Source: an optimization exercise on an open RTL-to-GDS flow (aim: small area and a short achievable clock period). Production flows keep margins and buffers that such runs may drop.
At most, simulation tests tie the RTL to the original design; equivalence was not proved.
For runs 1 to 5, only the layout was checked, not whether the RTL still works.
Power is estimated from default activity; no workload was simulated.

File: config.mk
export PLATFORM = sky130hd
export DESIGN_NAME = IEEE754_AdderSubtract
export DESIGN_NICKNAME = IEEE754_AdderSubtract
export VERILOG_FILES = /design/flow/design.v
export SDC_FILE = /design/flow/constraint.sdc
export NUM_CORES = 4
export LEC_CHECK = 0
export ABC_AREA = 1
export CAP_MARGIN = 20
export CORE_MARGIN = 2
export CORE_UTILIZATION = 60
export CTS_BUF_LIST = sky130_fd_sc_hd__clkbuf_8
export GPL_TIMING_DRIVEN = 0
export SLEW_MARGIN = 20
File: constraint.sdc
create_clock -name core_clock -period 22.0 [get_ports {clock}]
set_input_delay 4.4000 -clock core_clock [delete_from_list [all_inputs] [get_ports {clock}]]
set_output_delay 4.4000 -clock core_clock [all_outputs]
set_load 0.01 [all_outputs]
File: design.v
module IEEE754_AdderSubtract
(
	input clock,
	input resetn,
	input [31:0] a,
	input [31:0] b,
	output [31:0] y
);
	wire [7:0]  ea = a[30:23];
	wire [7:0]  eb = b[30:23];
	wire [7:0]  d;                               
	wire        ge;                              
	bk_add #(8) u_dba (eb, ~ea, 1'b1, d, ge);
	wire [3:0]  dt  = {1'b0, ea[7:5]} - {1'b0, eb[7:5]};
	wire        big = (dt == 4'd1)  ? (ea[4:0] >= eb[4:0]) :
	                  (dt == 4'hf)  ? (eb[4:0] >= ea[4:0]) : (dt != 4'd0);
	reg         v1, sa1, sb1, ge1, big1;
	reg  [7:0]  ea1, eb1;
	reg  [4:0]  d1;
	reg  [22:0] ma1, mb1;
	always @(posedge clock) begin
		v1   <= resetn;
		sa1  <= a[31];
		sb1  <= b[31];
		ge1  <= ge;
		ea1  <= ea;
		eb1  <= eb;
		big1 <= big;
		d1   <= d[4:0];
		ma1  <= a[22:0];
		mb1  <= b[22:0];
	end
	wire        sg1  = ge1 ? sb1 : sa1;
	wire        sub1 = sa1 ^ sb1;
	wire [7:0]  eg1  = ge1 ? eb1 : ea1;
	wire [22:0] mg = ge1 ? mb1 : ma1;
	wire [23:0] mw = ge1 ? {1'b1, ma1} : {2'b01, mb1[22:1]};
	wire [4:0]  she = big1 ? {4'b1011, ge1} : (d1 ^ {5{~ge1}});
	wire [23:0] sm = mw >> she;
	wire [24:0] A = {2'b01, mg};
	wire [24:0] B = {1'b0, sm} ^ {25{sub1}};
	wire [24:0] p = A ^ B;
	wire [24:0] gc;                              
	wire [24:0] pc;                              
	wire        co;
	bk_prefix #(25, 16) u_pre (A & B, p, gc, pc, co);
	wire        neg = sub1 & ~co;
	wire [24:0] r = p ^ (gc | (pc & {25{co}})) ^ {25{neg}};
	wire        s = sg1 ^ neg;
	wire [4:0]  c;                               
	wire        nz;                              
	lzc32 u_lzc ({r, 7'b0}, c, nz);
	wire [24:0] n1 = c[4] ? {r[8:0], 16'b0} : r;
	wire [24:0] n2 = c[3] ? {n1[16:0], 8'b0} : n1;
	wire [24:0] n3 = c[2] ? {n2[20:0], 4'b0} : n2;
	wire [24:0] n4 = c[0] ? {n3[23:0], 1'b0} : n3;
	wire [7:0]  egp;
	bk_add #(8) u_inc (eg1, 8'd0, 1'b1, egp, );
	reg         s2, k2;
	reg  [7:0]  egp2;
	reg  [4:0]  nlz2;                            
	reg  [23:0] n42;
	always @(posedge clock)
		k2 <= c[1];                              
	always @(posedge clock) begin
		if (!resetn || !v1) begin
			s2   <= 1'b0;
			egp2 <= 8'd0;
			nlz2 <= 5'h1f;                       
			n42  <= 24'd0;
		end else begin
			s2   <= s;
			egp2 <= egp;
			nlz2 <= ~{c[4:2], c[1] & nz, c[0]};  
			n42  <= n4[23:0];
		end
	end
	wire [23:0] n5 = k2 ? {n42[21:0], 2'b0} : n42;
	wire [2:0]  ehd;
	wire [4:0]  elo;
	wire        nb;                              
	bk_add #(3, 2) u_dec (egp2[7:5], 3'b111, 1'b0, ehd, );
	sk_add6 u_exp (egp2[4:0], nlz2, elo, nb);
	assign y = {s2, nb ? egp2[7:5] : ehd, elo, n5[23:1]};
endmodule
module bk_prefix #(parameter N = 8, parameter TOPD = 4)
(
	input  [N-1:0] g,
	input  [N-1:0] p,
	output [N-1:0] gc,
	output [N-1:0] pc,
	output         co
);
	reg [N-1:0] G, P, Gn, Pn;
	integer i, d;
	always @(*) begin
		G = g;
		P = p;
		for (d = 1; d < N; d = d * 2) begin
			Gn = G; Pn = P;
			for (i = 2*d-1; i < N; i = i + 2*d) begin
				Gn[i] = G[i] | (P[i] & G[i-d]);
				Pn[i] = P[i] & P[i-d];
			end
			G = Gn; P = Pn;
		end
		for (d = TOPD; d >= 1; d = d / 2) begin
			Gn = G; Pn = P;
			for (i = 3*d-1; i < N; i = i + 2*d) begin
				Gn[i] = G[i] | (P[i] & G[i-d]);
				Pn[i] = P[i] & P[i-d];
			end
			G = Gn; P = Pn;
		end
	end
	assign gc = {G[N-2:0], 1'b0};
	assign pc = {P[N-2:0], 1'b1};
	assign co = G[N-1];
endmodule
module bk_add #(parameter N = 8, parameter TOPD = 4)
(
	input  [N-1:0] x,
	input  [N-1:0] y,
	input          ci,
	output [N-1:0] s,
	output         co
);
	wire [N-1:0] p = x ^ y;
	wire [N-1:0] gc, pc;
	wire         c;
	bk_prefix #(N, TOPD) u_pre (x & y, p, gc, pc, c);
	assign s  = p ^ (gc | (pc & {N{ci}}));
	assign co = c | (&p & ci);
endmodule
module lzc32
(
	input  [31:0] x,
	output [4:0]  c,
	output        v
);
	wire [3:0] ch, cl;
	wire       vh, vl;
	lzc16 u_h (x[31:16], ch, vh);
	lzc16 u_l (x[15:0],  cl, vl);
	assign v = vh | vl;
	assign c = vh ? {1'b0, ch} : {1'b1, cl};
endmodule
module lzc16
(
	input  [15:0] x,
	output [3:0]  c,
	output        v
);
	wire [2:0] ch, cl;
	wire       vh, vl;
	lzc8 u_h (x[15:8], ch, vh);
	lzc8 u_l (x[7:0],  cl, vl);
	assign v = vh | vl;
	assign c = vh ? {1'b0, ch} : {1'b1, cl};
endmodule
module lzc8
(
	input  [7:0] x,
	output [2:0] c,
	output       v
);
	wire [1:0] ch, cl;
	wire       vh, vl;
	lzc4 u_h (x[7:4], ch, vh);
	lzc4 u_l (x[3:0], cl, vl);
	assign v = vh | vl;
	assign c = vh ? {1'b0, ch} : {1'b1, cl};
endmodule
module lzc4
(
	input  [3:0] x,
	output [1:0] c,
	output       v
);
	assign v = |x;
	assign c[1] = ~(x[3] | x[2]);
	assign c[0] = ~(x[3] | (~x[2] & x[1]));
endmodule
module sk_add6
(
	input  [4:0] x,
	input  [4:0] y,
	output [4:0] s,
	output       co
);
	wire [5:0] g = {x & y, 1'b1};
	wire [5:0] p = {x ^ y, 1'b0};
	wire g10 = g[1] | (p[1] & g[0]);
	wire g32 = g[3] | (p[3] & g[2]);
	wire p32 = p[3] & p[2];
	wire g54 = g[5] | (p[5] & g[4]);
	wire p54 = p[5] & p[4];
	wire g20 = g[2] | (p[2] & g10);
	wire g30 = g32 | (p32 & g10);
	wire g40 = g[4] | (p[4] & g30);
	wire g50 = g54 | (p54 & g30);
	assign s  = p[5:1] ^ {g40, g30, g20, g10, g[0]};
	assign co = g50;
endmodule
File: flow/run.sh
#!/bin/bash
# The standard layout, with two changes to how it is made:
#  - the smallest plain buffer (buf_1) as the port buffer on every input and output;
#  - repair_timing aims for 15.5 ns of setup slack (the clock and constraints are unchanged).
set -euo pipefail
bash standard.sh finish "BUFFER_PORTS_ARGS=-buffer_cell sky130_fd_sc_hd__buf_1" SETUP_SLACK_MARGIN=15.5 > standard_flow.log 2>&1
File: standard.sh
#!/bin/bash
# synth_recipe.tcl (not shown) runs the flow's synth.tcl, then flattens the netlist and writes it again
# the make line also repeats each setting of config.mk as NAME=value (left out here)
make -C /OpenROAD-flow-scripts/flow DESIGN_CONFIG=/design/flow/config.mk WORK_HOME=/design/flow/orfs CLKGATE_MAP_FILE= SYNTH_SCRIPT=/design/flow/synth_recipe.tcl "${@:-finish}"
==> out/metrics.cfg, run 1 <==
[sta]
period_share_pct = 28.9
setup-tns-final_ns = 0
worst_pin_slew_ns = 0.748
max-slew-margin-rel_pct = 50.0
post-route-min-period_ns = 6.35
max_freq_ghz = 0.158
slew_violations = 0
grt_setup_unrepaired = false
fin_ws_ns = 15.65
setup_viol = 0
finalHoldViolations = 0
fin_worst_skew_ns = 0.0160

[grt]
grt_overflow = 0
grt_max_degree = 23
grt_pass1_vias = 8011
grt_pass1_wl_mm = 37.6
grtUsageTotal_pct = 31.5
antenna_found_initial = 0

[floorplan]
die_area_um2 = 15200
core_um2 = 13900
die_x_um = 123
die_y_um = 123
num_io_pins = 98
start_util_pct = 61.3
rows = 43

[logic_synthesis]
synth_ff_type = dfxtp_1
yosysSeqAreaShare_pct = 26.1
yosys_warnings = 4
syn-num-nets = 1485
synth_async_sr_flop_share_pct = 0
syn_avg_cell_area_um2 = 6.21
synth-edff-count = 0
ys_ff_latch = 111
ys_types = 51
syn_inst = 1371
syn_area_um2 = 8510

[power_and_ir_drop]
cellPowerDensity_nw_per_um2 = 94.9
fin_total_pwr_mw = 0.892
p_leak_nw = 4.81
vdd_drop_max_mv = 0.0670

[detailed_routing]
drt_pass1_iterations = 5
ant_nets = 0
wl_mm = 23.3
vias = 8969
via_per_inst = 5.38
drc_errors = 0
drt_iter0_markers = 739
routedWlPerCell_um = 14.0

[outcome]
outcome = timing/DRC/antenna clean

[cts]
clock-sinks = 111
ctsHoldBuffers = 0
path_clk_slew_ns = 0.12
cts_tree = yes
clkLatencyLatePin_ns = 0.40
cts_buffers = 9
cts_max_level = 3
cts-root-buf = clkbuf_8
clock_path_buffers = 2

[finish]
seq_area_um2 = 2220
fillers = 1395
multiInputGateArea_um2 = 5330
layout_commonest_cell = nand2_1
area_delta_synth_final_pct = 10.3
n_antenna_cell = 0
final_core_util_pct = 67.7
drive_gt1_share_pct = 7.53
layout.nets = 1596
final_cell_mix = nand2_1 (475), inv_1 (168), o21ai_0 (114)
final_cells = 1667

[worst_hold_path]
hp-class = register to register

[setup_path]
end_kind = output pin
cp-start-kind = register
crit_required_ns = 17.60
cp_max_fo = 2
worstSetupPathType = register to output pin
arrival_ns = 1.95

[placed_design]
portBuffers = 97
place_inst = 1648
gp_congestion = 0.990
dpl.hpwl_mm = 19.0
place_ws_ns = 15.23

[flow_run]
drv_cap = 0

## where the power goes
part | leakage [nW] | total, mW | switching [mW] | internal (mW)
Clock | 0.104 | 0.126 | 0.0798 | 0.0461
Combinational | 3.78 | 0.529 | 0.356 | 0.173
Sequential | 0.928 | 0.236 | 0.0102 | 0.226
Total | 4.81 | 0.892 | 0.446 | 0.445
## layer usage
layer	track usage (%)	vias up	wire length, um
li1	-	4580	-
met4	9.23	0	521
met3	5.21	39	1690
met5	0	-	0
met2	51.2	301	10500
met1	43.0	4049	10600
## Yosys cell counts (5+ instances only)
library cell	count	area, um^2
a21oi_1	53	265
a31oi_1	7	43.8
buf_2	8	40.0
buf_4	6	45.0
buf_6	11	124
clkbuf_1	30	113
dfxtp_1	111	2220
ha_1	45	563
inv_1	169	634
inv_2	6	22.5
nand2_1	476	1790
nand2_2	7	43.8
nand3_1	107	536
nand3_2	8	80.1
nand4_1	12	75.1
nor2_1	72	270
nor2_2	9	56.3
nor3_1	5	25.0
o211ai_1	7	52.6
o21ai_0	120	601
o21ai_1	12	60.1
xor2_1	33	289
## repair_timing
item,CTS,global route
setup buffers,0,3
gates resized for setup,1,35
setup endpoints to repair,28,31
pin swaps,0,4
cloned,0,0
## worst max-delay path, stage by stage (launching register included)
cell and delay, ns:
dfxtp_1 0.35, ha_1 0.29, nand3_1 0.08, nand2_1 0.09, fa_1 0.44, xor2_1 0.15, buf_2 0.15
## final cells by class
type                       instances  area share, %
buffer                            59           3.70
clock buffer                       9           1.32
clock inverter                     7          0.866
inverter                         179           7.19
multi-input combinational       1022           56.7
sequential                       111           23.7
tap                              180           2.40
timing repair buffer             100           4.13
## per-stage QoR
step                      instance area (um^2)  hold slack [ns]
after global routing                      9390            0.565
after floorplan                           8510            0.474
after detailed placement                  9100            0.521
final                                     9390            0.522
after CTS                                 9310            0.529
after global placement                    9100            0.509
## path summary, 6_finish.rpt
check / slack [ns] / from / cells past startpoint / to
hold / removal: 0.52 / ea1[0] / 3 / egp2[0]
hold reg to reg: 0.52 / ea1[0] / 3 / egp2[0]
setup / recovery: 15.65 / egp2[1] / 6 / y[27]
setup reg to reg: 16.02 / ge1 / 40 / n42[21]
## sequential cells by signal, summed over array words and instances, names as in the netlist
register	cells
ma1	23
s2	1
sa1	1
eb1	8
k2	1
v1	1
mb1	23
nlz2	5
sb1	1
d1	5
ea1	8
n42	24
ge1	1
egp2	8
big1	1
## logic make-up (layout without fill, tap and decap cells)
kind of cell	after synthesis	after routing	synth area share, %
AOI/OAI and AO/OA	218	218	13.9
xor gates and xnor gates	38	38	4.09
adders and majority gates	48	48	7.32
buffers and inverters	238	354	11.9
DFF	111	111	26.1
muxes	6	6	0.735
and+or+nand+nor	712	712	35.9
==> run 2, diff against run 1 <==
--- a/design.v
+++ b/design.v
@@ -16,5 +16,5 @@
 	                  (dt == 4'hf)  ? (eb[4:0] >= ea[4:0]) : (dt != 4'd0);
 	reg         v1, sa1, sb1, ge1, big1;
-	reg  [7:0]  ea1, eb1;
+	reg  [7:0]  eg1;
 	reg  [4:0]  d1;
 	reg  [22:0] ma1, mb1;
@@ -24,6 +24,5 @@
 		sb1  <= b[31];
 		ge1  <= ge;
-		ea1  <= ea;
-		eb1  <= eb;
+		eg1  <= ge ? eb : ea;
 		big1 <= big;
 		d1   <= d[4:0];
@@ -33,5 +32,4 @@
 	wire        sg1  = ge1 ? sb1 : sa1;
 	wire        sub1 = sa1 ^ sb1;
-	wire [7:0]  eg1  = ge1 ? eb1 : ea1;
 	wire [22:0] mg = ge1 ? mb1 : ma1;
 	wire [23:0] mw = ge1 ? {1'b1, ma1} : {2'b01, mb1[22:1]};
==> out/metrics.cfg, run 2 <==
[logic_synthesis]
synth-edff-count = 0  ; unchanged
ys_types = 46  ; -9.8%
syn_avg_cell_area_um2 = 6.00  ; -3.3%
synth_ff_type = dfxtp_1
yosysSeqAreaShare_pct = 25.1  ; -1.0 points
syn-num-nets = 1484  ; -0.067%
ys_top_cells_by_count = nand2_1 (465), inv_1 (164), o21ai_0 (128)
syn_inst = 1370  ; -0.073%
synth_async_sr_flop_share_pct = 0  ; unchanged
yosys_warnings = 4  ; unchanged
ys_ff_latch = 103  ; -7.2%
synth.largest_area_cell = dfxtp_1
synth_top_area_share_pct = 25.1  ; -1.0 points
synth.area.top_cells = dfxtp_1 (25%), nand2_1 (21%), o21ai_0 (7.8%), nand3_1 (7.7%), inv_1 (7.5%)
yosysMostFrequentCell = nand2_1
syn_area_um2 = 8220  ; -3.4%

[detailed_routing]
drt_pass1_iterations = 5  ; unchanged
vias = 8859  ; -1.2%
routedWlPerCell_um = 13.3  ; -4.6%
ant_nets = 0  ; unchanged
wl_mm = 22.2  ; -5.0%
via_per_inst = 5.34  ; -0.81%
drt_iter0_markers = 859  ; +16%
drc_errors = 0  ; unchanged

[sta]
post-route-min-period_ns = 6.37  ; +0.0231 ns
max-slew-margin-rel_pct = 58.7  ; +8.7 points
setup_viol = 0  ; unchanged
worst_pin_slew_ns = 0.605  ; -0.143 ns
grt_setup_unrepaired = false
period_share_pct = 29.0  ; +0.11 points
fin_ws_ns = 15.63  ; -0.0231 ns
fin_worst_skew_ns = 0.0214  ; +0.00541 ns
finalHoldViolations = 0  ; unchanged
max_freq_ghz = 0.157  ; -0.36%
slew_violations = 0  ; unchanged
setup-tns-final_ns = 0  ; unchanged

[finish]
area_delta_synth_final_pct = 10.7
layout.nets = 1594  ; -0.13%
largest_reg_flops = 24  ; unchanged
layout_commonest_cell = nand2_1
reg_top3 = n42: 24 flops, ma1: 23 flops, mb1: 23 flops
n_antenna_cell = 0  ; unchanged
final_cell_mix = nand2_1 (461), inv_1 (164), nand3_1 (127)
fin_area_um2 = 9100  ; -3.1%
regMostFlops = n42
drive_gt1_share_pct = 6.87  ; -0.66 points

[outcome]
outcome = timing/DRC/antenna clean

[setup_path]
crit_required_ns = 17.60  ; about the same
worstSetupPathType = register to output pin
arrival_ns = 1.97  ; +0.02 ns
end_kind = output pin
cp-start-kind = register
cp_max_fo = 3  ; +1

[floorplan]
rows = 42  ; -2.3%
num_io_pins = 98  ; unchanged
die_x_um = 121  ; -1.7%
start_util_pct = 61.8  ; +0.52 points
die_y_um = 121  ; -1.7%
die_area_um2 = 14700  ; -3.3%
core_um2 = 13300  ; -4.2%

[grt]
grt_max_degree = 18  ; -22%
grtUsageTotal_pct = 30.9  ; -0.64 points
grt_overflow = 0  ; unchanged
grt_pass1_wl_mm = 36.4  ; -3.1%
grt_pass1_vias = 7958  ; -0.66%
antenna_found_initial = 0  ; unchanged

[power_and_ir_drop]
p_comb_share_pct = 60.9  ; +1.5 points
vdd_drop_max_mv = 0.0628  ; -6.2%
p_leak_nw = 4.64  ; -3.5%
swShare_pct = 49.9  ; -0.16 points
p_clk_share_pct = 13.2  ; -0.9 points
p_int_mw = 0.428  ; -3.8%
cellPowerDensity_nw_per_um2 = 94.0  ; -0.95%
p_switching_mw = 0.427  ; -4.4%
seqPwrFrac_pct = 25.9  ; -0.6 points

[worst_hold_path]
hp-class = register to register

[cts]
clkLatencyLatePin_ns = 0.39  ; about the same
clock-sinks = 103  ; -7.2%
cts_max_level = 3  ; unchanged
cts_buffers = 9  ; unchanged
path_clk_slew_ns = 0.09  ; -0.03 ns
cts-root-buf = clkbuf_8
cts_tree = yes
clock_path_buffers = 2  ; unchanged

[placed_design]
placed_cell_area_um2 = 8810  ; -3.2%
dpl.hpwl_mm = 18.3  ; -3.7%
place_ws_ns = 15.20  ; -0.0277 ns
portBuffers = 97  ; unchanged
gp_congestion = 0.981  ; -0.93%

[flow_run]
drv_cap = 0  ; unchanged

==> run 2: cell types whose count changed after synthesis, moves of 4 or more <==
cell / previous run / this run
a21oi_1: 53 / 46
o21ai_0: 120 / 128
inv_1: 169 / 164
nand3_1: 107 / 127
xnor2_1: 3 / 7
nor3_1: 5 / 10
a31oi_1: 7 / 2
nand2_1: 476 / 465
buf_6: 11 / 2
nand3_2: 8 / 2
dfxtp_1: 111 / 103
nor2_1: 72 / 84
==> run 2: logic make-up (layout without fill, tap and decap cells) <==
group / Yosys count / count (layout) / share of synthesized area, %
flops: 103 / 103 / 25.1
mux: 6 / 6 / 0.761
fa+ha+maj: 48 / 48 / 7.58
compound gates: 212 / 212 / 13.9
buf+inv: 233 / 347 / 11.4
xor+xnor: 38 / 38 / 4.05
simple gates: 730 / 730 / 37.3
==> run 2: timing repair <==
action / in CTS / in global routing
buffers inserted: 0 / 2
pin swaps: 0 / 3
setup endpoints to repair: 27 / 37
hold buffers: 0 / 0
resized for setup: 4 / 37
==> run 2: power groups by stage <==
stage / combinational (mW) / sequential, mW / clock, mW
floorplan: 0.378 / 0.223 / 0
global placement: 0.495 / 0.225 / 0
detailed placement: 0.500 / 0.226 / 0
CTS: 0.503 / 0.222 / 0.116
global route: 0.587 / 0.224 / 0.124
finish: 0.521 / 0.222 / 0.113
==> run 2: critical path, cell delays in order, from the launching register on <==
cell      delay (ns)
dfxtp_1         0.37
ha_4            0.22
a21oi_1         0.13
nand2_1         0.11
fa_1            0.44
xor2_1          0.17
clkbuf_2        0.15
==> run 2: per-layer routing <==
layer,global-route usage [%],share of wire [%],up-vias
li1,-,-,4582
met1,40.7,45,3877
met2,49.7,45,339
met3,5.69,6.9,61
met4,12.4,3.1,0
met5,0,0,-
==> run 2: final timing paths <==
check | from | endpoint | slack [ns] | depth (start not counted)
max reg2reg | ge1 | nlz2[1] | 15.97 | 40
min reg2reg | eg1[0] | egp2[0] | 0.44 | 1
min | eg1[0] | egp2[0] | 0.44 | 1
max | egp2[2] | y[27] | 15.63 | 6
==> run 2: through the flow <==
step	hold WS, ns	power [mW]	util [%]	std cells
floorplan	0.399	0.601	-	1370
global placement	0.416	0.720	66.2	1643
detailed placement	0.423	0.726	66.2	1643
CTS	0.441	0.841	67.7	1658
global route	0.464	0.936	68.4	1660
finish	0.443	0.855	68.4	1660
==> run 2: cell type report <==
class,count,area (um^2)
Sequential cell,103,2060
Buffer,58,288
Timing Repair Buffer,99,380
Tap cell,176,220
Clock inverter,4,36.3
Inverter,175,663
Clock buffer,11,151
Fill cell,1273,4200
Multi-Input combinational cell,1034,5300
==> run 3, diff against run 2 <==
--- a/design.v
+++ b/design.v
@@ -16,5 +16,5 @@
 	                  (dt == 4'hf)  ? (eb[4:0] >= ea[4:0]) : (dt != 4'd0);
 	reg         v1, sa1, sb1, ge1, big1;
-	reg  [7:0]  eg1;
+	reg  [7:0]  ea1, eb1;
 	reg  [4:0]  d1;
 	reg  [22:0] ma1, mb1;
@@ -24,5 +24,6 @@
 		sb1  <= b[31];
 		ge1  <= ge;
-		eg1  <= ge ? eb : ea;
+		ea1  <= ea;
+		eb1  <= eb;
 		big1 <= big;
 		d1   <= d[4:0];
@@ -32,4 +33,5 @@
 	wire        sg1  = ge1 ? sb1 : sa1;
 	wire        sub1 = sa1 ^ sb1;
+	wire [7:0]  eg1  = ge1 ? eb1 : ea1;
 	wire [22:0] mg = ge1 ? mb1 : ma1;
 	wire [23:0] mw = ge1 ? {1'b1, ma1} : {2'b01, mb1[22:1]};
==> flow/run.sh (replaced) <==
#!/bin/bash
# The standard layout, with two changes to how it is made:
#  - the smallest plain buffer (buf_1) as the port buffer on every input and output;
#  - repair_timing aims for 15.8 ns of setup slack (the clock and constraints are unchanged).
set -euo pipefail
bash standard.sh finish "BUFFER_PORTS_ARGS=-buffer_cell sky130_fd_sc_hd__buf_1" SETUP_SLACK_MARGIN=15.8 > standard_flow.log 2>&1
==> out/metrics.cfg, run 3 <==
[outcome]
outcome = timing/DRC/antenna clean

[cts]
cts_max_level = 3  ; unchanged
cts_tree = yes
clock_path_buffers = 2  ; unchanged
path_clk_slew_ns = 0.12  ; +0.03 ns
clock-sinks = 111  ; +7.8%
clkLatencyLatePin_ns = 0.40  ; about the same
cts_buffers = 9  ; unchanged
cts-root-buf = clkbuf_8

[logic_synthesis]
synth_top_area_share_pct = 26.1  ; +1.0 points
synth_top_family_by_area = simple AND/OR/NAND/NOR gates
syn_inst = 1371  ; +0.073%
ys_top_cells_by_count = nand2_1 (476), inv_1 (169), o21ai_0 (120)
ys_types = 51  ; +11%
synth.largest_area_cell = dfxtp_1
syn_avg_cell_area_um2 = 6.21  ; +3.5%
synth_ff_type = dfxtp_1
synth_async_sr_flop_share_pct = 0  ; unchanged
muxShareOfSynthArea_pct = 0.735  ; -0.026 points
synth_compound_area_share_pct = 13.9  ; +0.071 points
synth-edff-count = 0  ; unchanged
yosys_warnings = 4  ; unchanged
ys_ff_latch = 111  ; +7.8%
synth_fa_ha_area_share_pct = 7.32  ; -0.26 points
synthXorXnorAreaFrac_pct = 4.09  ; +0.038 points
yosys.area_share.simple_pct = 35.9  ; -1.4 points
syn-num-nets = 1485  ; +0.067%
synth.area.top_cells = dfxtp_1 (26%), nand2_1 (21%), inv_1 (7.5%), o21ai_0 (7.1%), ha_1 (6.6%)
yosysSeqAreaShare_pct = 26.1  ; +1.0 points
syn_area_um2 = 8510  ; +3.5%
yosysMostFrequentCell = nand2_1

[power_and_ir_drop]
swShare_pct = 49.9  ; about the same
p_clk_share_pct = 13.9  ; +0.7 points
cellPowerDensity_nw_per_um2 = 95.1  ; +1.1%
p_comb_share_pct = 60.1  ; -0.8 points
p_int_mw = 0.455  ; +6.2%
seqPwrFrac_pct = 26.1  ; +0.2 points
p_switching_mw = 0.454  ; +6.3%
fin_total_pwr_mw = 0.909  ; +6.3%
vdd_drop_max_mv = 0.0693  ; +10%
p_leak_nw = 4.89  ; +5.4%

[floorplan]
die_area_um2 = 15200  ; +3.4%
start_util_pct = 61.3  ; -0.52 points
num_io_pins = 98  ; unchanged
core_um2 = 13900  ; +4.4%
rows = 43  ; +2.4%
die_y_um = 123  ; +1.7%
die_x_um = 123  ; +1.7%

[finish]
seq_area_um2 = 2230  ; +8.1%
final_cells = 1672  ; +0.72%
layout.nets = 1601  ; +0.44%
layout_commonest_cell = nand2_1
final_core_util_pct = 68.9  ; +0.48 points
reg_top3 = n42: 24 flops, ma1: 23 flops, mb1: 23 flops
largest_reg_flops = 24  ; unchanged
fin_area_um2 = 9560  ; +5.1%
fillers = 1362  ; +7.0%
regMostFlops = n42
area_delta_synth_final_pct = 12.4
final_cell_mix = nand2_1 (472), inv_1 (167), dfxtp_1 (106)
drive_gt1_share_pct = 9.85  ; +3.0 points
n_antenna_cell = 0  ; unchanged
multiInputGateArea_um2 = 5410  ; +2.2%

[sta]
max-slew-margin-rel_pct = 50.2  ; -8.5 points
fin_ws_ns = 15.77  ; +0.143 ns
post-route-min-period_ns = 6.23  ; -0.143 ns
setup_viol = 0  ; unchanged
grt_setup_unrepaired = true
finalHoldViolations = 0  ; unchanged
setup-tns-final_ns = 0  ; unchanged
max_freq_ghz = 0.161  ; +2.3%
period_share_pct = 28.3  ; -0.65 points
fin_worst_skew_ns = 0.0163  ; -0.00514 ns
slew_violations = 0  ; unchanged
worst_hold_slack_ns = 0.512  ; +0.0690 ns
worst_pin_slew_ns = 0.745  ; +0.140 ns

[grt]
grt_overflow = 0  ; unchanged
grt.busiest_layer = met2
grt_pass1_vias = 8058  ; +1.3%
grtUsageTotal_pct = 31.7  ; +0.88 points
grt_pass1_wl_mm = 37.9  ; +4.0%
grt_use_met3_pct = 5.21  ; -0.47 points
use_met2_pct = 51.8  ; +2.1 points
antenna_found_initial = 0  ; unchanged
grt_max_degree = 23  ; +5
grt_use_met1_pct = 43.3  ; +2.6 points

[setup_path]
end_kind = output pin
cp-start-kind = register
crit_required_ns = 17.60  ; about the same
arrival_ns = 1.83  ; -0.14 ns
cp_max_fo = 3  ; unchanged
worstSetupPathType = register to output pin

[worst_hold_path]
hp-class = register to register

[detailed_routing]
drt_pass1_iterations = 6  ; +1
wl_mm = 23.7  ; +7.0%
ant_nets = 0  ; unchanged
via_per_inst = 5.43  ; +1.8%
drc_errors = 0  ; unchanged
routedWlPerCell_um = 14.2  ; +6.2%
vias = 9082  ; +2.5%
drt_iter0_markers = 721  ; -16%

[placed_design]
dpl.hpwl_mm = 19.0  ; +3.8%
place_inst = 1648  ; +0.30%
gp_congestion = 0.990  ; +0.94%
portBuffers = 97  ; unchanged
place_ws_ns = 15.23  ; +0.0277 ns
placed_cell_area_um2 = 9100  ; +3.4%

[flow_run]
drv_cap = 0  ; unchanged

-- run 3: cell count changes in the layout (fill, tap and decap cells not counted), moves of 11 or more --
cell / previous run / this run
nor2_1: 81 / 70
o21ai_1: 12 / 30
clkbuf_1: 28 / 16
nand3_1: 127 / 105
nand2_1: 461 / 472
o21ai_0: 120 / 101
-- run 3: layout make-up --
cell class	instances	share of cell area, %
inverter	179	7.12
multi-input combinational	1022	56.6
timing repair buffer	105	4.58
clock inverter	7	0.850
buffer	59	3.92
tap	180	2.35
sequential	111	23.3
clock buffer	9	1.30
-- run 3: layer usage --
metal	vias to the layer above	wire length (um)
met5	-	0
met4	0	468
met3	33	1590
met2	316	10700
met1	4140	10900
li1	4593	-
-- run 3: repair_timing --
| action | in CTS | in global routing |
|---|---|---|
| resized for setup | 22 | 83 |
| pin swaps | 4 | 8 |
| buffers inserted | 2 | 6 |
| setup endpoints to repair | 52 | 57 |
| hold buffers | 0 | 0 |
-- run 3: worst paths after layout --
kind | start | to | slack, ns | cells past startpoint
min | ea1[0] | egp2[0] | 0.51 | 3
max | egp2[2] | y[27] | 15.77 | 6
max reg2reg | ge1 | n42[20] | 16.27 | 39
min reg2reg | ea1[0] | egp2[0] | 0.51 | 3
-- run 3: kinds of logic (layout without fill, tap and decap cells) --
kind of cell	Yosys count	in the layout
AO/OA/AOI/OAI	218	218
XOR/XNOR	38	38
adder cells (fa/ha/maj)	48	48
buffers and inverters	238	359
flip-flops	111	111
multiplexers	6	6
AND/OR/NAND/NOR	712	712
-- run 3: critical path, stage by stage, from the launching register on --
cell	delay, ns
dfxtp_2	0.35
ha_4	0.25
a21oi_4	0.12
nand2_2	0.08
fa_2	0.33
xor2_1	0.14
buf_2	0.17
-- run 3: power by group through the flow --
stage               Combinational (mW)  Clock [mW]  Sequential, mW
floorplan                        0.389           0           0.238
global placement                 0.506           0           0.240
detailed placement               0.513           0           0.241
CTS                              0.521       0.129           0.237
global route                     0.614       0.137           0.240
finish                           0.546       0.126           0.237
==> run 4, diff against run 3 <==
--- a/design.v
+++ b/design.v
@@ -16,5 +16,5 @@
 	                  (dt == 4'hf)  ? (eb[4:0] >= ea[4:0]) : (dt != 4'd0);
 	reg         v1, sa1, sb1, ge1, big1;
-	reg  [7:0]  ea1, eb1;
+	reg  [7:0]  eg1;
 	reg  [4:0]  d1;
 	reg  [22:0] ma1, mb1;
@@ -24,6 +24,5 @@
 		sb1  <= b[31];
 		ge1  <= ge;
-		ea1  <= ea;
-		eb1  <= eb;
+		eg1  <= ge ? eb : ea;
 		big1 <= big;
 		d1   <= d[4:0];
@@ -33,5 +32,4 @@
 	wire        sg1  = ge1 ? sb1 : sa1;
 	wire        sub1 = sa1 ^ sb1;
-	wire [7:0]  eg1  = ge1 ? eb1 : ea1;
 	wire [22:0] mg = ge1 ? mb1 : ma1;
 	wire [23:0] mw = ge1 ? {1'b1, ma1} : {2'b01, mb1[22:1]};
==> flow/run.sh (replaced) <==
#!/bin/bash
# The standard layout, with two changes to how it is made:
#  - the smallest plain buffer (buf_1) as the port buffer on every input and output;
#  - repair_timing aims for 15.7 ns of setup slack (the clock and constraints are unchanged).
set -euo pipefail
bash standard.sh finish "BUFFER_PORTS_ARGS=-buffer_cell sky130_fd_sc_hd__buf_1" SETUP_SLACK_MARGIN=15.7 > standard_flow.log 2>&1
==> out/metrics.cfg, run 4 <==
[power_and_ir_drop]
p_leak_nw = 4.70  ; -3.9%
vdd_drop_max_mv = 0.0628  ; -9.4%
fin_total_pwr_mw = 0.860  ; -5.4%
cellPowerDensity_nw_per_um2 = 94.0  ; -1.1%

[logic_synthesis]
syn_area_um2 = 8220  ; -3.4%
synth.largest_area_cell = dfxtp_1
synth_top_area_share_pct = 25.1  ; -1.0 points
synth.area.top_cells = dfxtp_1 (25%), nand2_1 (21%), o21ai_0 (7.8%), nand3_1 (7.7%), inv_1 (7.5%)
yosysMostFrequentCell = nand2_1
yosys_warnings = 4  ; unchanged
synth_async_sr_flop_share_pct = 0  ; unchanged
synth_ff_type = dfxtp_1
yosysSeqAreaShare_pct = 25.1  ; -1.0 points
ys_top_cells_by_count = nand2_1 (465), inv_1 (164), o21ai_0 (128)
ys_types = 46  ; -9.8%
syn-num-nets = 1484  ; -0.067%
synth-edff-count = 0  ; unchanged
ys_ff_latch = 103  ; -7.2%
syn_avg_cell_area_um2 = 6.00  ; -3.3%
syn_inst = 1370  ; -0.073%

[detailed_routing]
routedWlPerCell_um = 13.4  ; -5.3%
via_per_inst = 5.34  ; -1.6%
vias = 8870  ; -2.3%
drt_iter0_markers = 749  ; +3.9%
drt_pass1_iterations = 5  ; -1
wl_mm = 22.3  ; -6.0%
ant_nets = 0  ; unchanged
drc_errors = 0  ; unchanged

[grt]
grt_max_degree = 18  ; -22%
grt_overflow = 0  ; unchanged
antenna_found_initial = 0  ; unchanged
grt_pass1_wl_mm = 36.5  ; -3.8%
grtUsageTotal_pct = 30.9  ; -0.86 points
grt_pass1_vias = 7963  ; -1.2%

[finish]
final_cell_mix = nand2_1 (459), inv_1 (164), nand3_1 (125)
reg_top3 = n42: 24 flops, ma1: 23 flops, mb1: 23 flops
drive_gt1_share_pct = 8.36  ; -1.5 points
area_delta_synth_final_pct = 11.3
layout.nets = 1594  ; -0.44%
n_antenna_cell = 0  ; unchanged
fillers = 1264  ; -7.2%
layout_commonest_cell = nand2_1
final_cells = 1660  ; -0.72%
regMostFlops = n42
largest_reg_flops = 24  ; unchanged

[sta]
fin_ws_ns = 15.77  ; -0.00410 ns
setup_viol = 0  ; unchanged
post-route-min-period_ns = 6.23  ; +0.00410 ns
fin_worst_skew_ns = 0.0199  ; +0.00359 ns
setup-tns-final_ns = 0  ; unchanged
slew_violations = 0  ; unchanged
period_share_pct = 28.3  ; about the same
grt_setup_unrepaired = true
max_freq_ghz = 0.160  ; about the same
max-slew-margin-rel_pct = 58.1  ; +7.9 points
finalHoldViolations = 0  ; unchanged
worst_pin_slew_ns = 0.629  ; -0.116 ns

[setup_path]
end_kind = output pin
worstSetupPathType = register to output pin
cp_max_fo = 2  ; -1
worst_r2r_startpoint = ge1
cp-start-kind = register
critPathLaunch = egp2[1]
arrival_ns = 1.83  ; about the same
crit_required_ns = 17.60  ; about the same

[floorplan]
die_x_um = 121  ; -1.7%
die_y_um = 121  ; -1.7%
die_area_um2 = 14700  ; -3.3%
rows = 42  ; -2.3%
num_io_pins = 98  ; unchanged
core_um2 = 13300  ; -4.2%
start_util_pct = 61.8  ; +0.52 points

[placed_design]
place_ws_ns = 15.20  ; -0.0277 ns
dpl.hpwl_mm = 18.3  ; -3.7%
portBuffers = 97  ; unchanged
place_inst = 1643  ; -0.30%
gp_congestion = 0.981  ; -0.93%

[cts]
cts-root-buf = clkbuf_8
cts_max_level = 3  ; unchanged
clkLatencyLatePin_ns = 0.39  ; about the same
clock_path_buffers = 2  ; unchanged
clock-sinks = 103  ; -7.2%
cts_tree = yes
cts_buffers = 9  ; unchanged
path_clk_slew_ns = 0.09  ; -0.03 ns
ctsHoldBuffers = 0  ; unchanged

[worst_hold_path]
hp-class = register to register
hp-start = eg1[0]

[outcome]
outcome = timing/DRC/antenna clean

[flow_run]
drv_cap = 0  ; unchanged

-- run 4: cells by family after synthesis --
family                   count (synthesis)  synth area share [%]
adder cells (fa/ha/maj)                 48                  7.58
XOR/XNOR                                38                  4.05
AND/OR/NAND/NOR                        730                  37.3
AO/OA/AOI/OAI                          212                  13.9
buffers and inverters                  233                  11.4
flip-flops                             103                  25.1
multiplexers                             6                 0.761
-- run 4: cell type report --
type | count | area (um^2) | share of cell area, %
clock inverters | 4 | 36.3 | 0.396
repair buffers | 99 | 383 | 4.18
inverters | 175 | 661 | 7.22
well taps | 176 | 220 | 2.41
multi-input cells | 1034 | 5340 | 58.3
plain buffers | 58 | 299 | 3.27
flip-flops and latches | 103 | 2070 | 22.6
clock buffers | 11 | 151 | 1.65
-- run 4: path summary, 6_finish.rpt --
check / slack (ns) / cells past startpoint / endpoint
setup reg to reg: 16.11 / 40 / nlz2[1]
hold reg to reg: 0.45 / 1 / egp2[0]
hold / removal: 0.45 / 1 / egp2[0]
setup / recovery: 15.77 / 5 / y[26]
-- run 4: critical path: stages (launching register included) --
cell     delay (ns)
dfxtp_2        0.34
ha_1           0.31
nand3_2        0.09
nand2_2        0.07
fa_2           0.51
buf_2          0.13
-- run 4: per-layer routing --
metal | up-vias | track usage (%) | wire length [um]
li1 | 4579 | - | -
met1 | 3925 | 40.7 | 10200
met2 | 301 | 49.8 | 10100
met3 | 65 | 5.69 | 1280
met4 | 0 | 12.4 | 720
met5 | - | 0 | 0
-- run 4: power breakdown --
group | leakage, nW | switching, mW | internal [mW] | total (mW)
sequential | 0.860 | 0.0104 | 0.212 | 0.222
clock | 0.0943 | 0.0648 | 0.0482 | 0.113
combinational | 3.75 | 0.354 | 0.171 | 0.525
-- run 4: through the flow --
stage / cell area [um^2] / util, % / hold WS [ns]
floorplan: 8220 / - / 0.399
global placement: 8810 / 66.2 / 0.416
detailed placement: 8810 / 66.2 / 0.423
CTS: 9020 / 67.8 / 0.441
global route: 9150 / 68.8 / 0.464
finish: 9150 / 68.8 / 0.446
-- run 4: what timing repair did --
action | in CTS | in global routing
pin swaps | 3 | 5
gates resized for setup | 12 | 65
setup endpoints to repair | 32 | 62
buffers inserted | 0 | 2
==> run 5, diff against run 4 <==
==> flow/run.sh (replaced) <==
#!/bin/bash
# The standard layout, with two changes to how it is made:
#  - the smallest plain buffer (buf_1) as the port buffer on every input and output;
#  - repair_timing aims for 15.9 ns of setup slack (the clock and constraints are unchanged).
set -euo pipefail
bash standard.sh finish "BUFFER_PORTS_ARGS=-buffer_cell sky130_fd_sc_hd__buf_1" SETUP_SLACK_MARGIN=15.9 > standard_flow.log 2>&1
==> out/metrics.cfg, run 5 <==
[sta]
post-route-min-period_ns = 6.22  ; -0.00810 ns
grt_setup_unrepaired = true
slew_violations = 0  ; unchanged
worst_hold_slack_ns = 0.434  ; -0.0118 ns
setup_viol = 0  ; unchanged
period_share_pct = 28.3  ; -0.037 points
fin_worst_skew_ns = 0.0198  ; -0.0000382 ns
max_freq_ghz = 0.161  ; +0.13%
setup-tns-final_ns = 0  ; unchanged
finalHoldViolations = 0  ; unchanged
max-slew-margin-rel_pct = 55.1  ; -3.0 points
fin_ws_ns = 15.78  ; +0.00810 ns
worst_pin_slew_ns = 0.673  ; +0.0444 ns

[finish]
fin_area_um2 = 9340  ; +2.1%
n_antenna_cell = 0  ; unchanged
layout_commonest_cell = nand2_1
largest_reg_flops = 24  ; unchanged
final_cell_mix = nand2_1 (460), inv_1 (163), nand3_1 (124)
layout.nets = 1605  ; +0.69%
regMostFlops = n42
reg_top3 = n42: 24 flops, ma1: 23 flops, mb1: 23 flops
area_delta_synth_final_pct = 13.6
drive_gt1_share_pct = 10.6  ; +2.3 points

[power_and_ir_drop]
vdd_drop_max_mv = 0.0572  ; -8.9%
cellPowerDensity_nw_per_um2 = 94.3  ; +0.26%
p_leak_nw = 4.79  ; +1.8%

[logic_synthesis]
ys_ff_latch = 103  ; unchanged
syn_area_um2 = 8220  ; unchanged
ys_types = 46  ; unchanged
syn-num-nets = 1484  ; unchanged
ys_top_cells_by_count = nand2_1 (465), inv_1 (164), o21ai_0 (128)
synth.largest_area_cell = dfxtp_1
yosysMostFrequentCell = nand2_1
yosysSeqAreaShare_pct = 25.1  ; unchanged
synth_async_sr_flop_share_pct = 0  ; unchanged
syn_inst = 1370  ; unchanged
syn_avg_cell_area_um2 = 6.00  ; unchanged
yosys_warnings = 4  ; unchanged
synth.area.top_cells = dfxtp_1 (25%), nand2_1 (21%), o21ai_0 (7.8%), nand3_1 (7.7%), inv_1 (7.5%)
synth_top_area_share_pct = 25.1  ; unchanged
synth-edff-count = 0  ; unchanged
synth_ff_type = dfxtp_1

[placed_design]
placed_cell_area_um2 = 8820  ; +0.13%
place_ws_ns = 15.28  ; +0.0806 ns
portBuffers = 97  ; unchanged
dpl.hpwl_mm = 18.3  ; +0.27%
gp_congestion = 1.02  ; +3.6%

[detailed_routing]
drc_errors = 0  ; unchanged
vias = 8925  ; +0.62%
ant_nets = 0  ; unchanged
drt_pass1_iterations = 6  ; +1
routedWlPerCell_um = 13.7  ; +1.9%
wl_mm = 22.9  ; +2.6%
via_per_inst = 5.34  ; about the same
drt_iter0_markers = 677  ; -9.6%

[worst_hold_path]
hp-class = register to register

[cts]
clock-sinks = 103  ; unchanged
cts_tree = yes
ctsHoldBuffers = 0  ; unchanged
clock_path_buffers = 2  ; unchanged
cts_max_level = 3  ; unchanged
cts_buffers = 9  ; unchanged
cts-root-buf = clkbuf_8
path_clk_slew_ns = 0.11  ; +0.02 ns
clkLatencyLatePin_ns = 0.39  ; about the same

[floorplan]
die_y_um = 121  ; unchanged
core_um2 = 13300  ; unchanged
num_io_pins = 98  ; unchanged
die_x_um = 121  ; unchanged
die_area_um2 = 14700  ; unchanged
rows = 42  ; unchanged
start_util_pct = 61.8  ; unchanged

[setup_path]
end_kind = output pin
crit_required_ns = 17.60  ; about the same
path_cells = ha_1 -> nand3_1 -> nand2_2 -> fa_2 -> buf_6
cp_max_fo = 2  ; unchanged
crit_family = adder cells
critPathSlowestCell = fa_2
cpPeakStageDelay_ns = 0.54  ; +0.03 ns
worstSetupPathType = register to output pin
cp-start-kind = register
arrival_ns = 1.82  ; about the same
critPathBufInv = 1  ; unchanged

[grt]
grt_pass1_vias = 8026  ; +0.79%
grt_overflow = 0  ; unchanged
grtUsageTotal_pct = 31.3  ; +0.39 points
antenna_found_initial = 0  ; unchanged
grt_pass1_wl_mm = 37.0  ; +1.5%
grt_max_degree = 18  ; unchanged

[outcome]
outcome = timing/DRC/antenna clean

[flow_run]
drv_cap = 0  ; unchanged

==> run 5: cell counts after synthesis <==
Identical to the previous run, type by type.
==> run 5: cell type report <==
class | count | area (um^2)
repair buffers | 110 | 475
clock inverters | 5 | 41.3
plain buffers | 58 | 320
flip-flops and latches | 103 | 2070
inverters | 175 | 661
multi-input cells | 1034 | 5420
well taps | 176 | 220
clock buffers | 10 | 138
fillers | 1241 | 3960
==> run 5: worst reg2reg max path: cells and delay by family, from the launching register on <==
kind / cells / cell delay, ns
and+or+nand+nor: 22 / 2.28
buffers and inverters: 8 / 1.36
AOI/OAI and AO/OA: 6 / 1.00
DFF: 1 / 0.32
adders and majority gates: 1 / 0.32
xor gates and xnor gates: 1 / 0.20
muxes: 1 / 0.15
==> run 5: logic make-up (layout without fill, tap and decap cells) <==
| family | Yosys count | count (layout) | share of synthesized area (%) |
|---|---|---|---|
| DFF | 103 | 103 | 25.1 |
| and+or+nand+nor | 730 | 730 | 37.3 |
| AOI/OAI and AO/OA | 212 | 212 | 13.9 |
| muxes | 6 | 6 | 0.761 |
| xor gates and xnor gates | 38 | 38 | 4.05 |
| adders and majority gates | 48 | 48 | 7.58 |
| buffers and inverters | 233 | 358 | 11.4 |
==> run 5: routing by layer <==
layer  GRT usage, %  part of all wire [%]  up-vias
met5              0                     0        -
met4           9.88                   2.2        0
met3           5.08                   5.9       48
met2           51.4                    46      326
met1           41.9                    46     3945
li1               -                     -     4606
==> run 5: metrics by stage <==
step                util, %  cells  power, mW
floorplan                 -   1370      0.602
global placement       66.3   1643      0.721
detailed placement     66.3   1643      0.727
CTS                    68.3   1660      0.846
global route           70.2   1671      0.959
finish                 70.2   1671      0.880
==> run 5: repair_timing <==
action / 4_1_cts / 5_1_grt
hold endpoints to repair: 0 / 0
pin swaps: 5 / 15
setup buffers: 2 / 11
gates resized for setup: 31 / 96
setup endpoints to repair: 57 / 59
==> run 5: power by group <==
group          leakage (nW)  total (mW)  internal (mW)  switching (mW)
Clock                0.0911       0.112         0.0450          0.0668
Sequential            0.860       0.223          0.212          0.0108
Combinational          3.84       0.546          0.184           0.362
Total                  4.79       0.880          0.440           0.440
==> run 5: path summary, 6_finish.rpt <==
path	from	slack (ns)	depth (start not counted)	end
setup / recovery	nlz2[1]	15.78	5	y[26]
hold / removal	eg1[0]	0.43	1	egp2[0]
setup reg to reg	ge1	16.32	39	n42[4]
hold reg to reg	eg1[0]	0.43	1	egp2[0]
==> run 6, diff against run 5 <==
--- a/design.v
+++ b/design.v
@@ -12,8 +12,6 @@
 	wire        ge;                              
 	bk_add #(8) u_dba (eb, ~ea, 1'b1, d, ge);
-	wire [3:0]  dt  = {1'b0, ea[7:5]} - {1'b0, eb[7:5]};
-	wire        big = (dt == 4'd1)  ? (ea[4:0] >= eb[4:0]) :
-	                  (dt == 4'hf)  ? (eb[4:0] >= ea[4:0]) : (dt != 4'd0);
-	reg         v1, sa1, sb1, ge1, big1;
+	wire        big = ge ? (|d[7:5]) : (~&d[7:5] | (d == 8'he0));
+	reg         v1, sg1, sub1, ge1, big1;
 	reg  [7:0]  eg1;
 	reg  [4:0]  d1;
@@ -21,6 +19,6 @@
 	always @(posedge clock) begin
 		v1   <= resetn;
-		sa1  <= a[31];
-		sb1  <= b[31];
+		sg1  <= ge ? b[31] : a[31];
+		sub1 <= a[31] ^ b[31];
 		ge1  <= ge;
 		eg1  <= ge ? eb : ea;
@@ -30,6 +28,4 @@
 		mb1  <= b[22:0];
 	end
-	wire        sg1  = ge1 ? sb1 : sa1;
-	wire        sub1 = sa1 ^ sb1;
 	wire [22:0] mg = ge1 ? mb1 : ma1;
 	wire [23:0] mw = ge1 ? {1'b1, ma1} : {2'b01, mb1[22:1]};
==> flow/run.sh (replaced) <==
#!/bin/bash
# The standard layout, with two changes to how it is made:
#  - the smallest plain buffer (buf_1) as the port buffer on every input and output;
#  - repair_timing aims for 15.3 ns of setup slack (the clock and constraints are unchanged).
set -euo pipefail
bash standard.sh finish "BUFFER_PORTS_ARGS=-buffer_cell sky130_fd_sc_hd__buf_1" SETUP_SLACK_MARGIN=15.3 > standard_flow.log 2>&1
==> out/metrics.cfg, run 6 <==
[logic_synthesis]
syn_avg_cell_area_um2 = 6.24  ; +4.0%
yosysMostFrequentCell = nand2_1
syn_area_um2 = 8110  ; -1.4%
synth_top_area_share_pct = 25.4  ; +0.36 points
ys_top_cells_by_count = nand2_1 (399), inv_1 (136), o21ai_0 (127)
synth-edff-count = 0  ; unchanged
yosysSeqAreaShare_pct = 25.4  ; +0.36 points
ys_types = 50  ; +8.7%
synth_async_sr_flop_share_pct = 0  ; unchanged
ys_ff_latch = 103  ; unchanged
synth_ff_type = dfxtp_1
syn_inst = 1299  ; -5.2%
synth.largest_area_cell = dfxtp_1
yosys_warnings = 4  ; unchanged
syn-num-nets = 1409  ; -5.1%
synth.area.top_cells = dfxtp_1 (25%), nand2_1 (18%), o21ai_0 (7.8%), nand3_1 (7.7%), ha_1 (6.5%)

[sta]
worst_pin_slew_ns = 0.680  ; +0.00686 ns
max_freq_ghz = 0.156  ; -3.0%
grt_setup_unrepaired = true
setup_viol = 0  ; unchanged
fin_worst_skew_ns = 0.0199  ; +0.00000540 ns
setup-tns-final_ns = 0  ; unchanged
finalHoldViolations = 0  ; unchanged
slew_violations = 0  ; unchanged
post-route-min-period_ns = 6.41  ; +0.190 ns
period_share_pct = 29.2  ; +0.86 points
max-slew-margin-rel_pct = 54.6  ; -0.46 points
fin_ws_ns = 15.59  ; -0.190 ns

[finish]
final_cell_mix = nand2_1 (399), inv_1 (137), o21ai_0 (125)
n_antenna_cell = 0  ; unchanged
regMostFlops = n42
reg_top3 = n42: 24 flops, ma1: 23 flops, mb1: 23 flops
layout_commonest_cell = nand2_1
largest_reg_flops = 24  ; unchanged
drive_gt1_share_pct = 7.15  ; -3.5 points
layout.nets = 1517  ; -5.5%
area_delta_synth_final_pct = 10.3

[grt]
grt.busiest_layer = met2
grt_max_degree = 18  ; unchanged
grt_pass1_wl_mm = 35.7  ; -3.6%
grt_pass1_vias = 7564  ; -5.8%
use_met2_pct = 48.4  ; -3.0 points
antenna_found_initial = 0  ; unchanged
grt_use_met3_pct = 6.42  ; +1.3 points
grt_use_met1_pct = 42.2  ; +0.27 points
grt_overflow = 0  ; unchanged
grtUsageTotal_pct = 30.7  ; -0.56 points

[worst_hold_path]
hp-start = eg1[0]
hp-class = register to register
hold_end = egp2[0]
whs_path_depth = 1  ; unchanged

[detailed_routing]
wl_mm = 21.6  ; -5.4%
ant_nets = 0  ; unchanged
routedWlPerCell_um = 13.6  ; -0.48%
drc_errors = 0  ; unchanged
via_per_inst = 5.38  ; +0.77%
drt_pass1_iterations = 6  ; unchanged
vias = 8547  ; -4.2%
drt_iter0_markers = 673  ; -0.59%

[setup_path]
worst_r2r_startpoint = ge1
worst_r2r_path_depth = 39  ; unchanged
cp_common_cell = a21o_1
cp-start-kind = primary input
crit_family = compound AO/OA/AOI/OAI gates
path_cells = buf_1 -> inv_1 -> ha_1 -> a21oi_1 -> nand2_1 -> a21o_1 -> a21o_1 -> a21o_1 -> a21o_1 -> a21o_1 -> a21o_1 -> clkbuf_1 -> mux2_2
cpPeakStageDelay_ns = 0.33  ; -0.21 ns
cp_max_fo = 10  ; +8
critPathSlowestCell = ha_1
r2r_end = n42[15]
end_kind = register
r2r_setup_slack_ns = 15.83  ; -0.49 ns
critPathBufInv = 3  ; +2
crit_required_ns = 22.28  ; +4.68 ns
worstSetupPathType = primary input to register
arrival_ns = 6.70  ; +4.88 ns

[floorplan]
die_x_um = 120  ; -0.68%
start_util_pct = 61.2  ; -0.62 points
rows = 42  ; unchanged
die_y_um = 120  ; -0.68%
core_um2 = 13200  ; -0.40%
num_io_pins = 98  ; unchanged
die_area_um2 = 14500  ; -1.4%

[cts]
cts_max_level = 3  ; unchanged
cts-root-buf = clkbuf_8
clkLatencyLatePin_ns = 0.39  ; about the same
clock_path_buffers = 2  ; unchanged
clock-sinks = 103  ; unchanged
cts_buffers = 9  ; unchanged
ctsHoldBuffers = 0  ; unchanged
path_clk_slew_ns = 0.09  ; -0.02 ns
cts_tree = yes

[power_and_ir_drop]
vdd_drop_max_mv = 0.0601  ; +5.0%
cellPowerDensity_nw_per_um2 = 111  ; +18%
p_leak_nw = 4.40  ; -8.1%

[placed_design]
gp_congestion = 1.01  ; -0.49%
place_ws_ns = 15.16  ; -0.119 ns
portBuffers = 97  ; unchanged
dpl.hpwl_mm = 17.6  ; -3.9%

[outcome]
outcome = timing/DRC/antenna clean

[flow_run]
drv_cap = 0  ; unchanged

-- run 6: cell types whose count changed after synthesis, sizes merged, moves of 3 or more --
cell,previous run,this run
nand2,477,409
inv,172,142
nor2,95,108
xnor2,7,14
xor2,31,37
a21o,5,10
clkbuf,33,28
buf,25,29
o211ai,9,5
ha,45,42
nand3b,0,3
o22ai,0,3
-- run 6: final cells by class --
| class | instances | area (um^2) |
|---|---|---|
| Buffer | 57 | 337 |
| Clock buffer | 11 | 151 |
| Clock inverter | 5 | 62.6 |
| Fill cell | 1294 | 4300 |
| Inverter | 147 | 556 |
| Multi-Input combinational cell | 992 | 5190 |
| Sequential cell | 103 | 2060 |
| Tap cell | 176 | 220 |
| Timing Repair Buffer | 97 | 364 |
-- run 6: kinds of logic after synthesis --
group | Yosys count | share of synthesized area, %
simple gates | 673 | 35.6
compound gates | 219 | 14.7
buf+inv | 204 | 10.9
flops | 103 | 25.4
xor+xnor | 51 | 5.70
fa+ha+maj | 44 | 6.98
mux | 5 | 0.648
-- run 6: power breakdown --
part           switching (mW)  leakage (nW)  total (mW)  internal [mW]
logic                   0.432          3.42       0.642          0.210
clock network          0.0652         0.114       0.125         0.0600
registers              0.0125         0.860       0.228          0.216
total                   0.510          4.40       0.995          0.486
-- run 6: worst max-delay path by stage --
| stage | startpoint | to | depth (start not counted) |
|---|---|---|---|
| after floorplan | a[24] | sg1 | 12 |
| after global placement | a[24] | sg1 | 13 |
| after detailed placement | a[24] | sg1 | 13 |
| after CTS | egp2[2] | y[27] | 6 |
| after global routing | ge1 | n42[14] | 40 |
| final | a[24] | sg1 | 13 |
-- run 6: per-layer routing --
| layer | up-vias | routed length (um) |
|---|---|---|
| met1 | 3802 | 10000 |
| met3 | 40 | 1570 |
| li1 | 4402 | - |
| met4 | 0 | 589 |
| met2 | 303 | 9410 |
| met5 | - | 0 |
-- run 6: repair_timing --
action                                  in CTS  in global routing
setup buffers                                0                  0
endpoints found under the setup margin      22                 29
pin swaps                                    0                  0
resized for setup                            1                 15
hold endpoints to repair                     0                  0
-- run 6: through the flow --
step	utilization [%]	instances	power (mW)	area (um^2)	hold slack (ns)
after floorplan	-	1299	0.700	8110	0.399
after detailed placement	65.6	1572	0.856	8690	0.413
after CTS	67.3	1588	0.983	8910	0.446
final	67.5	1588	0.995	8940	0.442
after global placement	65.6	1572	0.850	8690	0.416
after global routing	67.5	1588	1.09	8940	0.468
==> run 7, diff against run 6 <==
==> flow/run.sh (replaced) <==
#!/bin/bash
# The standard layout, with two changes to how it is made:
#  - the smallest plain buffer (buf_1) as the port buffer on every input and output;
#  - repair_timing aims for 15.7 ns of setup slack (the clock and constraints are unchanged).
set -euo pipefail
bash standard.sh finish "BUFFER_PORTS_ARGS=-buffer_cell sky130_fd_sc_hd__buf_1" SETUP_SLACK_MARGIN=15.7 > standard_flow.log 2>&1
==> out/metrics.cfg, run 7 <==
[cts]
cts-root-buf = clkbuf_8
clock-sinks = 103  ; unchanged
ctsHoldBuffers = 0  ; unchanged
clkLatencyLatePin_ns = 0.38  ; about the same
cts_buffers = 9  ; unchanged
cts_tree = yes
clock_path_buffers = 2  ; unchanged
cts_max_level = 3  ; unchanged
path_clk_slew_ns = 0.10  ; about the same

[finish]
final_core_util_pct = 68.4  ; +0.90 points
area_delta_synth_final_pct = 11.7
drive_gt1_share_pct = 9.41  ; +2.3 points
final_cell_mix = nand2_1 (396), inv_1 (134), nand3_1 (124)
fin_area_um2 = 9060  ; +1.3%
layout.nets = 1519  ; +0.13%
largest_reg_flops = 24  ; unchanged
n_antenna_cell = 0  ; unchanged
layout_commonest_cell = nand2_1
regMostFlops = n42
final_cells = 1590  ; +0.13%
reg_top3 = n42: 24 flops, ma1: 23 flops, mb1: 23 flops

[logic_synthesis]
synth-edff-count = 0  ; unchanged
syn_inst = 1299  ; unchanged
syn-num-nets = 1409  ; unchanged
yosys_warnings = 4  ; unchanged
yosysSeqAreaShare_pct = 25.4  ; unchanged
synth.largest_area_cell = dfxtp_1
synth.area.top_cells = dfxtp_1 (25%), nand2_1 (18%), o21ai_0 (7.8%), nand3_1 (7.7%), ha_1 (6.5%)
synth_top_area_share_pct = 25.4  ; unchanged
synth_ff_type = dfxtp_1
ys_ff_latch = 103  ; unchanged
syn_area_um2 = 8110  ; unchanged
syn_avg_cell_area_um2 = 6.24  ; unchanged
ys_top_cells_by_count = nand2_1 (399), inv_1 (136), o21ai_0 (127)
yosysMostFrequentCell = nand2_1
synth_async_sr_flop_share_pct = 0  ; unchanged
ys_types = 50  ; unchanged

[setup_path]
crit_path_end = sg1
arrival_ns = 6.58  ; -0.12 ns
worst_r2r_path_depth = 40  ; +2.6%
worstSetupPathType = primary input to register
r2r_setup_slack_ns = 16.20  ; +0.37 ns
end_kind = register
crit_required_ns = 22.28  ; about the same
r2r_end = n42[13]
cp-start-kind = primary input
critPathLaunch = a[24]
worst_r2r_startpoint = ge1
cp_max_fo = 10  ; unchanged

[placed_design]
place_ws_ns = 15.16  ; -0.00800 ns
dpl.hpwl_mm = 17.6  ; about the same
placed_cell_area_um2 = 8730  ; +0.45%
portBuffers = 97  ; unchanged
gp_congestion = 0.995  ; -1.6%
place_inst = 1572  ; unchanged

[sta]
grt_setup_unrepaired = true
slew_violations = 0  ; unchanged
fin_worst_skew_ns = 0.0133  ; -0.00653 ns
setup-tns-final_ns = 0  ; unchanged
period_share_pct = 28.6  ; -0.52 points
finalHoldViolations = 0  ; unchanged
max_freq_ghz = 0.159  ; +1.8%
max-slew-margin-rel_pct = 52.4  ; -2.3 points
fin_ws_ns = 15.70  ; +0.114 ns
setup_viol = 0  ; unchanged
worst_hold_slack_ns = 0.432  ; -0.00941 ns
worst_pin_slew_ns = 0.714  ; +0.0339 ns
post-route-min-period_ns = 6.30  ; -0.114 ns

[detailed_routing]
drc_errors = 0  ; unchanged
via_per_inst = 5.35  ; -0.57%
vias = 8509  ; -0.44%
drt_iter0_markers = 723  ; +7.4%
wl_mm = 21.7  ; +0.19%
ant_nets = 0  ; unchanged
drt_pass1_iterations = 6  ; unchanged
routedWlPerCell_um = 13.6  ; about the same

[grt]
grt_overflow = 0  ; unchanged
antenna_found_initial = 0  ; unchanged
grt_pass1_wl_mm = 34.7  ; -2.6%
grt_pass1_vias = 7415  ; -2.0%
grt_max_degree = 19  ; +1
grtUsageTotal_pct = 29.9  ; -0.79 points

[power_and_ir_drop]
vdd_drop_max_mv = 0.0670  ; +12%
fin_total_pwr_mw = 0.989  ; -0.63%
cellPowerDensity_nw_per_um2 = 109  ; -1.9%
p_leak_nw = 4.45  ; +1.2%

[floorplan]
die_y_um = 120  ; unchanged
die_x_um = 120  ; unchanged
start_util_pct = 61.2  ; unchanged
die_area_um2 = 14500  ; unchanged
num_io_pins = 98  ; unchanged
core_um2 = 13200  ; unchanged
rows = 42  ; unchanged

[worst_hold_path]
whs_path_depth = 1  ; unchanged
hp-class = register to register

[outcome]
outcome = timing/DRC/antenna clean

[flow_run]
drv_cap = 0  ; unchanged

run 7: cell type report:
cell class | count | area (um^2)
multi-input combinational | 992 | 5270
fill | 1257 | 4180
sequential | 103 | 2070
inverter | 147 | 564
timing repair buffer | 99 | 385
buffer | 57 | 358
tap | 176 | 220
clock buffer | 10 | 138
clock inverter | 6 | 52.6
run 7: metal layers:
metal | vias up | share of wire, % | GRT usage [%]
met5 | - | 0 | 0
met3 | 34 | 7.5 | 5.94
met1 | 3770 | 46 | 40.4
met4 | 0 | 2.3 | 9.16
li1 | 4392 | - | -
met2 | 313 | 45 | 48.4
run 7: worst min-delay path by stage:
| stage | startpoint | end | slack (ns) |
|---|---|---|---|
| after floorplan | eg1[0] | egp2[0] | 0.40 |
| after global placement | eg1[0] | egp2[0] | 0.42 |
| after detailed placement | eg1[0] | egp2[0] | 0.42 |
| after CTS | eg1[0] | egp2[0] | 0.43 |
| after global routing | eg1[0] | egp2[0] | 0.47 |
| final | eg1[0] | egp2[0] | 0.43 |
run 7: timing repair:
item	in CTS	in global routing
cloned	0	0
setup buffers	0	2
gates resized for setup	6	62
pin swaps	2	8
setup endpoints to repair	42	61
run 7: kinds of logic (layout without fill, tap and decap cells):
| group | after synthesis | in the layout | synth area share [%] |
|---|---|---|---|
| adders and majority gates | 44 | 44 | 6.98 |
| muxes | 5 | 5 | 0.648 |
| buffers and inverters | 204 | 319 | 10.9 |
| and+or+nand+nor | 673 | 673 | 35.6 |
| xor gates and xnor gates | 51 | 51 | 5.70 |
| DFF | 103 | 103 | 25.4 |
| AOI/OAI and AO/OA | 219 | 219 | 14.7 |
run 7: report_power, final:
| group | internal (mW) | switching (mW) | leakage [nW] |
|---|---|---|---|
| clock network | 0.0457 | 0.0645 | 0.0998 |
| registers | 0.216 | 0.0126 | 0.860 |
| logic | 0.216 | 0.435 | 3.49 |
| total | 0.477 | 0.512 | 4.45 |
run 7: worst max-delay path, stage by stage:
cell and delay [ns]:
clkbuf_4 0.16, inv_12 0.03, ha_4 0.24, a21oi_2 0.12, nand2_2 0.07, a21o_1 0.20
a21o_1 0.20, a21o_1 0.18, a21o_1 0.18, a21o_1 0.18, a21o_1 0.17, clkbuf_8 0.16
mux2_2 0.27

re-timing with driven ports:
Ports are ideal in the flow. The routed layouts listed here were re-timed in OpenROAD. Step 1: set_driving_cell puts a clkbuf_16 on clock and a buf_2 on each other input, an assumption about the parent block. Step 2 also shifts input and output timing later by t, the mid clock arrival at the registers, as if the neighbouring blocks saw the same clock. a / b / c = ideal / step 1 / step 2; a / b = the first two.
| run | t (ns) | setup slack, ns | worst slew at a driven data input, ns | cell pins on the clock port's net |
|---|---|---|---|---|
| run 1 | 0.433 | 15.652 / 15.613 / 15.918 | 0.03 | 1 |
| run 2 | 0.421 | 15.629 / 15.588 / 15.415 | 0.04 | 1 |
| run 3 | 0.432 | 15.772 / 15.733 / 15.879 | 0.03 | 1 |
| run 4 | 0.425 | 15.768 / 15.727 / 15.526 | 0.04 | 1 |
| run 5 | 0.423 | 15.776 / 15.731 / 15.637 | 0.05 | 1 |
| run 6 | 0.418 | 15.586 / 15.551 / 15.185 | 0.03 | 1 |
| run 7 | 0.411 | 15.700 / 15.711 / 15.300 | 0.03 | 1 |
After both steps every run listed still meets setup and hold. For run 6, which loses most, drivers alone change the setup slack by -0.035 ns; drivers and shift together by -0.401 ns.
